This design comes from an exercise in tuning for small area on the open sky130 flow, not from production work.
The RTL was checked by simulation tests, not by an equivalence proof against the original design.
Power and IR drop assume default switching activity.

## TX
module TX(input clk, input rst, input in, input run, input [3:0]rate, input tx_request, output [51:0]out, output valid, output ready, output [1:0]cr, output [1:0]mod);
reg m1, m0, c1;
assign mod = {m1, m0};
assign cr = {c1, ~c1 & m1 & m0};
wire m3 = m1 & m0;
wire m2 = m1 & ~m0;
wire nz = m1 | m0;
wire cr_half = ~c1 & ~cr[0];
always @(posedge clk, negedge rst) begin
	if(~rst) begin
		m1 <= 1'b1; m0 <= 1'b1; c1 <= 1'b1;
	end
	else if(tx_request) begin
		m1 <= ~(rate[2] & rate[0]);
		m0 <= ~(rate[3] & rate[0]);
		c1 <= rate[1] | ~rate[0];
	end
end
reg st;               
reg [6:0] scn;        
reg [6:0] d;          
reg [1:0] q;          
reg en, enb;          
wire vr = run & st;
wire fb = scn[6] ^ scn[3];
wire en_n = vr & (cr_half | q != 2'd1);
assign ready = st;
always @(posedge clk, negedge rst) begin
	if(~rst) begin
		st <= 1'b0;
		scn <= 7'h00;
		d <= 7'd0;
		q <= 2'd0;
		en <= 1'b0;
	end
	else begin
		st <= 1'b1;
		en <= en_n;
		if(vr) begin
			scn <= {scn[5:0], ~fb};
			d <= {d[5:0], in ^ fb};
			q <= (q == 2'd3 || (q == 2'd2 && c1)) ? 2'd0 : q + 2'd1;
		end
	end
end
always @(posedge clk) enb <= ~en_n;
wire ea = d[0] ^ d[2] ^ d[3] ^ d[5] ^ d[6];
wire eb = d[0] ^ d[1] ^ d[2] ^ d[3] ^ d[6];
reg r1, r2;
wire qa = q[0] ^ q[1];
wire xa = (cr_half | qa) ? ea : (q[0] | c1) ? r1 : r2;
wire xb = (cr[0] & ~qa) ? ea : eb;
always @(posedge clk) begin
	r1 <= ea;
	r2 <= eb;
end
wire mq0 = ~m1 & ~m0;    
wire mq1 = ~m1 & m0;     
reg [136:0] ev, od;
  ...
Settings: LEC_CHECK=0, CAP_MARGIN=20, CORE_MARGIN=2, CORE_UTILIZATION=70, PLACE_DENSITY=0.8, SLEW_MARGIN=20; clock period 8.0 ns.
standard.sh (not shown) runs the stock make flow with config.mk's settings and CLKGATE_MAP_FILE= SYNTH_SCRIPT=/design/flow/synth_recipe.tcl, a recipe that flattens the netlist after the stock synthesis.
==> flow/flow/run.sh <==
#!/bin/bash
# ORFS layout as in standard.sh, with these changes:
#  - synthesis maps logic with an area-recovering ABC script (flow/abc_area.script)
#    instead of ORFS's speed script; registers are mapped exactly as before
#  - port buffers use buf_1
#  - the clock tree uses clkbuf_8 with clusters of up to 18 sinks and no dummy loads
#  - the constant outputs share the tie cells (no tie fanout repair)
#  - no adder extraction before ABC (ADDER_MAP_FILE empty), so ABC maps all logic
# make's output goes to flow_run.log; ORFS keeps each step's log under orfs/logs.
set -euo pipefail
W=$(pwd)
F=$W/flow
# synthesis script: ORFS synth.tcl with the ABC script replaced
python3 - "$FLOW_HOME/scripts/synth.tcl" "$W/synth_area.tcl" "$F/abc_area.script" <<'PY'
import sys
src, dst, script = sys.argv[1:]
s = open(src).read()
a = "  log_cmd abc {*}$abc_args\n"
assert s.count(a) == 1
s = s.replace(a, "  set abc_args [lreplace $abc_args 1 1 %s]\n%s" % (script, a))
open(dst, "w").write(s)
PY
sed "s#source \$::env(SCRIPTS_DIR)/synth.tcl#source $W/synth_area.tcl#" synth_recipe.tcl > synth_top.tcl
grep -q "synth_area.tcl" synth_top.tcl
sed -e "s#SYNTH_SCRIPT=[^ ]*#SYNTH_SCRIPT=$W/synth_top.tcl ADDER_MAP_FILE=#" standard.sh > flow_run.sh
grep -q "synth_top.tcl ADDER_MAP_FILE=" flow_run.sh
export SKIP_REPAIR_TIE_FANOUT=1
export BUFFER_PORTS_ARGS="-buffer_cell sky130_fd_sc_hd__buf_1"
export CTS_ARGS="-sink_clustering_enable -repair_clock_nets -dont_use_dummy_load -buf_list sky130_fd_sc_hd__clkbuf_8 -sink_clustering_size 20 -sink_clustering_max_diameter 45"
bash flow_run.sh > flow_run.log 2>&1
==> flow/flow/abc_area.script <==
&get -n
&st
&syn2
&dch
&nf -R 1000 -p -F 16 -C 32 -E 100
&put
The baseline completed with no timing, DRC or antenna violations.
Then changed:
--- a/flow/flow/run.sh
+++ b/flow/flow/run.sh
@@ -5,3 +5,4 @@
 #  - port buffers use buf_1
-#  - the clock tree uses clkbuf_8 with clusters of up to 18 sinks and no dummy loads
+#  - the clock tree drives clusters of up to 19 sinks from clkbuf_8 leaf buffers,
+#    with clkbuf_4 above them and no dummy loads
 #  - the constant outputs share the tie cells (no tie fanout repair)
@@ -28,3 +29,3 @@
 export BUFFER_PORTS_ARGS="-buffer_cell sky130_fd_sc_hd__buf_1"
-export CTS_ARGS="-sink_clustering_enable -repair_clock_nets -dont_use_dummy_load -buf_list sky130_fd_sc_hd__clkbuf_8 -sink_clustering_size 20 -sink_clustering_max_diameter 45"
+export CTS_ARGS="-sink_clustering_enable -repair_clock_nets -dont_use_dummy_load -buf_list sky130_fd_sc_hd__clkbuf_4 -sink_clustering_buffer sky130_fd_sc_hd__clkbuf_8 -sink_clustering_size 19 -sink_clustering_max_diameter 60"
 bash flow_run.sh > flow_run.log 2>&1
--- a/flow/config.mk
+++ b/flow/config.mk
@@ -7,3 +7,3 @@
 export LEC_CHECK = 0
-export CAP_MARGIN = 20
+export CAP_MARGIN = 0
 export CORE_MARGIN = 2
@@ -11,2 +11,2 @@
 export PLACE_DENSITY = 0.8
-export SLEW_MARGIN = 20
+export SLEW_MARGIN = 0
=> The changed run went through all stages and came out clean. Hold slack got worse by 0.012 ns. Global-route usage came out lower by 0.44 points. Area after synthesis stays the same. Via count came out lower by 0.43%. Wire length decreases by 1.1%.

========
## build 11
Starting RTL as in the previous note.
export LEC_CHECK = 0
export CAP_MARGIN = 20
export CORE_MARGIN = 2
export CORE_UTILIZATION = 70
export PLACE_DENSITY = 0.8
export SLEW_MARGIN = 20
create_clock -name core_clock -period 8.0 [get_ports {clk}]
==> flow/flow/run.sh <==
#!/bin/bash
# ORFS layout as in standard.sh, with these changes:
#  - synthesis maps logic with an area-recovering ABC script (flow/abc_area.script)
#    instead of ORFS's speed script; registers are mapped exactly as before
#  - port buffers use buf_1
#  - the clock tree uses clkbuf_8 with clusters of up to 18 sinks and no dummy loads
#  - the constant outputs share the tie cells (no tie fanout repair)
#  - no adder extraction before ABC (ADDER_MAP_FILE empty), so ABC maps all logic
# make's output goes to flow_run.log; ORFS keeps each step's log under orfs/logs.
set -euo pipefail
W=$(pwd)
F=$W/flow
# synthesis script: ORFS synth.tcl with the ABC script replaced
python3 - "$FLOW_HOME/scripts/synth.tcl" "$W/synth_area.tcl" "$F/abc_area.script" <<'PY'
import sys
src, dst, script = sys.argv[1:]
s = open(src).read()
a = "  log_cmd abc {*}$abc_args\n"
assert s.count(a) == 1
s = s.replace(a, "  set abc_args [lreplace $abc_args 1 1 %s]\n%s" % (script, a))
open(dst, "w").write(s)
PY
sed "s#source \$::env(SCRIPTS_DIR)/synth.tcl#source $W/synth_area.tcl#" synth_recipe.tcl > synth_top.tcl
grep -q "synth_area.tcl" synth_top.tcl
sed -e "s#SYNTH_SCRIPT=[^ ]*#SYNTH_SCRIPT=$W/synth_top.tcl ADDER_MAP_FILE=#" standard.sh > flow_run.sh
grep -q "synth_top.tcl ADDER_MAP_FILE=" flow_run.sh
export SKIP_REPAIR_TIE_FANOUT=1
export BUFFER_PORTS_ARGS="-buffer_cell sky130_fd_sc_hd__buf_1"
export CTS_ARGS="-sink_clustering_enable -repair_clock_nets -dont_use_dummy_load -buf_list sky130_fd_sc_hd__clkbuf_8 -sink_clustering_size 19 -sink_clustering_max_diameter 70"
bash flow_run.sh > flow_run.log 2>&1
Scripts as last shown in full above: flow/flow/abc_area.script
Build 11 finished all stages; the layout is clean.
Inputs modified between build 11 and build 75:
Settings: SLEW_MARGIN changed from 20 to 0; CAP_MARGIN changed from 20 to 0.
--- a/flow/flow/run.sh
+++ b/flow/flow/run.sh
@@ -5,3 +5,4 @@
 #  - port buffers use buf_1
-#  - the clock tree uses clkbuf_8 with clusters of up to 18 sinks and no dummy loads
+#  - the clock tree drives clusters of up to 19 sinks from clkbuf_8 leaf buffers,
+#    with clkbuf_4 above them and no dummy loads
 #  - the constant outputs share the tie cells (no tie fanout repair)
@@ -28,3 +29,3 @@
 export BUFFER_PORTS_ARGS="-buffer_cell sky130_fd_sc_hd__buf_1"
-export CTS_ARGS="-sink_clustering_enable -repair_clock_nets -dont_use_dummy_load -buf_list sky130_fd_sc_hd__clkbuf_8 -sink_clustering_size 19 -sink_clustering_max_diameter 70"
+export CTS_ARGS="-sink_clustering_enable -repair_clock_nets -dont_use_dummy_load -buf_list sky130_fd_sc_hd__clkbuf_4 -sink_clustering_buffer sky130_fd_sc_hd__clkbuf_8 -sink_clustering_size 20 -sink_clustering_max_diameter 50"
 bash flow_run.sh > flow_run.log 2>&1
## What came out
- Final-layout clock buffer total (higher): build 75
- On count of vias placed by the detailed router, build 75 and build 11 are basically level.
- Looking at number of DRC markers in iteration 0 across both flows, build 75 is the stronger of the two, with build 11 trailing.
What build 66 does differently from build 75 at the input level:
Settings: CAP_MARGIN: 0 -> 20; SLEW_MARGIN: 0 -> 20.
--- a/flow/flow/run.sh
+++ b/flow/flow/run.sh
@@ -5,4 +5,3 @@
 #  - port buffers use buf_1
-#  - the clock tree drives clusters of up to 19 sinks from clkbuf_8 leaf buffers,
-#    with clkbuf_4 above them and no dummy loads
+#  - the clock tree uses clkbuf_8 with clusters of up to 18 sinks and no dummy loads
 #  - the constant outputs share the tie cells (no tie fanout repair)
@@ -29,3 +28,3 @@
 export BUFFER_PORTS_ARGS="-buffer_cell sky130_fd_sc_hd__buf_1"
-export CTS_ARGS="-sink_clustering_enable -repair_clock_nets -dont_use_dummy_load -buf_list sky130_fd_sc_hd__clkbuf_4 -sink_clustering_buffer sky130_fd_sc_hd__clkbuf_8 -sink_clustering_size 20 -sink_clustering_max_diameter 50"
+export CTS_ARGS="-sink_clustering_enable -repair_clock_nets -dont_use_dummy_load -buf_list sky130_fd_sc_hd__clkbuf_8 -sink_clustering_size 19 -sink_clustering_max_diameter 60"
 bash flow_run.sh > flow_run.log 2>&1
## What came out
Number of nets at the end of the flow essentially unchanged between build 75 and build 66.
As far as sequential share of layout area is concerned, build 66 and build 75 perform about the same.
Build 66 and build 75 ended up with roughly the same utilization.
Diff build 75 -> build 66: total wire length now larger, setup slack after layout went up by 0.20 ns, power density of the placed cells shows a reduction of about 0.35%.
The run showing the greater fraction of power consumed by combinational cells is build 66.
Compared with build 75, in build 66 layout overhead on the synthesized area stayed essentially flat, highest clock rate higher, power dissipated in combinational cells rose about 2%, total power of the final layout about even.
The inputs of build 88 differ from those of build 66 as listed below.
--- a/flow/flow/run.sh
+++ b/flow/flow/run.sh
@@ -28,3 +28,3 @@
 export BUFFER_PORTS_ARGS="-buffer_cell sky130_fd_sc_hd__buf_1"
-export CTS_ARGS="-sink_clustering_enable -repair_clock_nets -dont_use_dummy_load -buf_list sky130_fd_sc_hd__clkbuf_8 -sink_clustering_size 19 -sink_clustering_max_diameter 60"
+export CTS_ARGS="-sink_clustering_enable -repair_clock_nets -dont_use_dummy_load -buf_list sky130_fd_sc_hd__clkbuf_8 -sink_clustering_size 18 -sink_clustering_max_diameter 60"
 bash flow_run.sh > flow_run.log 2>&1
--- outcome ---
Of build 88 and build 66, it is build 88 that has the lower detailed router's first-iteration violation count.
Summary — via count of the routed design, build 88 relative to build 66: higher, by about 0.35%.
Compared with build 66, in build 88 number of violations of the max-capacitance limit shows no meaningful change; number of fill cells saw an increase.
For cell count, build 88 and build 66 come out practically identical.
Worst hold-check slack up 0.012 ns in build 88 wrt build 66
Global-route wire length before repair of build 66 is on par with build 88.
Finished layout cell area of build 88 is on par with build 66.
The inputs of build 27 differ from those of build 88 as listed below.
--- a/flow/flow/run.sh
+++ b/flow/flow/run.sh
@@ -28,3 +28,3 @@
 export BUFFER_PORTS_ARGS="-buffer_cell sky130_fd_sc_hd__buf_1"
-export CTS_ARGS="-sink_clustering_enable -repair_clock_nets -dont_use_dummy_load -buf_list sky130_fd_sc_hd__clkbuf_8 -sink_clustering_size 18 -sink_clustering_max_diameter 60"
+export CTS_ARGS="-sink_clustering_enable -repair_clock_nets -dont_use_dummy_load -buf_list sky130_fd_sc_hd__clkbuf_4 -sink_clustering_buffer sky130_fd_sc_hd__clkbuf_8 -sink_clustering_size 19 -sink_clustering_max_diameter 60"
 bash flow_run.sh > flow_run.log 2>&1
Notes after the runs:
- Global routing usage on met1 for build 27: 0.41 points down relative to build 88
- Post-route cell area: build 88 vs build 27, no meaningful difference
- Summary of build 27 over build 88: share of post-route cells with drive strength above 1 was more or less identical, worst hold slack went down by 0.013 ns.
- Compared build 88 against build 27; vias per cell within noise.
- On clock period minus final worst setup slack, build 27 does worse than build 88.

-- what the ideal ports hide --
No port has a modelled driver above. Below, the same layouts with a new extraction and two added sets of constraints.
Step 1 (the two cells are an assumption about what drives the block):
set clk [get_ports {clk}]
set_driving_cell -lib_cell sky130_fd_sc_hd__clkbuf_16 $clk
set_driving_cell -lib_cell sky130_fd_sc_hd__buf_2 [delete_from_list [all_inputs] $clk]
Step 2, shift: input delay + t, output delay - t, t = (earliest + latest rising clock arrival at the registers) / 2. This alone moves slack from input paths to output paths.
a / b / c = ideal ports / drivers / drivers and shift; a / b = the first two.
| run | t, ns | setup WS [ns] | worst register clock-pin slew, ns |
|---|---|---|---|
| the first run of note 1 | 0.594 | 2.434 / 2.394 / 2.988 | 0.10 / 0.10 |
| the second run of note 1 | 0.665 | 2.293 / 2.256 / 2.921 | 0.12 / 0.12 |
| build 11 | 0.553 | 2.484 / 2.444 / 2.997 | 0.11 / 0.11 |
| build 75 | 0.692 | 2.287 / 2.250 / 2.942 | 0.12 / 0.12 |
| build 66 | 0.553 | 2.484 / 2.444 / 2.997 | 0.11 / 0.11 |
| build 88 | 0.561 | 2.459 / 2.421 / 2.983 | 0.11 / 0.11 |
| build 27 | 0.675 | 2.322 / 2.285 / 2.960 | 0.12 / 0.12 |
After both steps setup and hold are still met in every run listed.
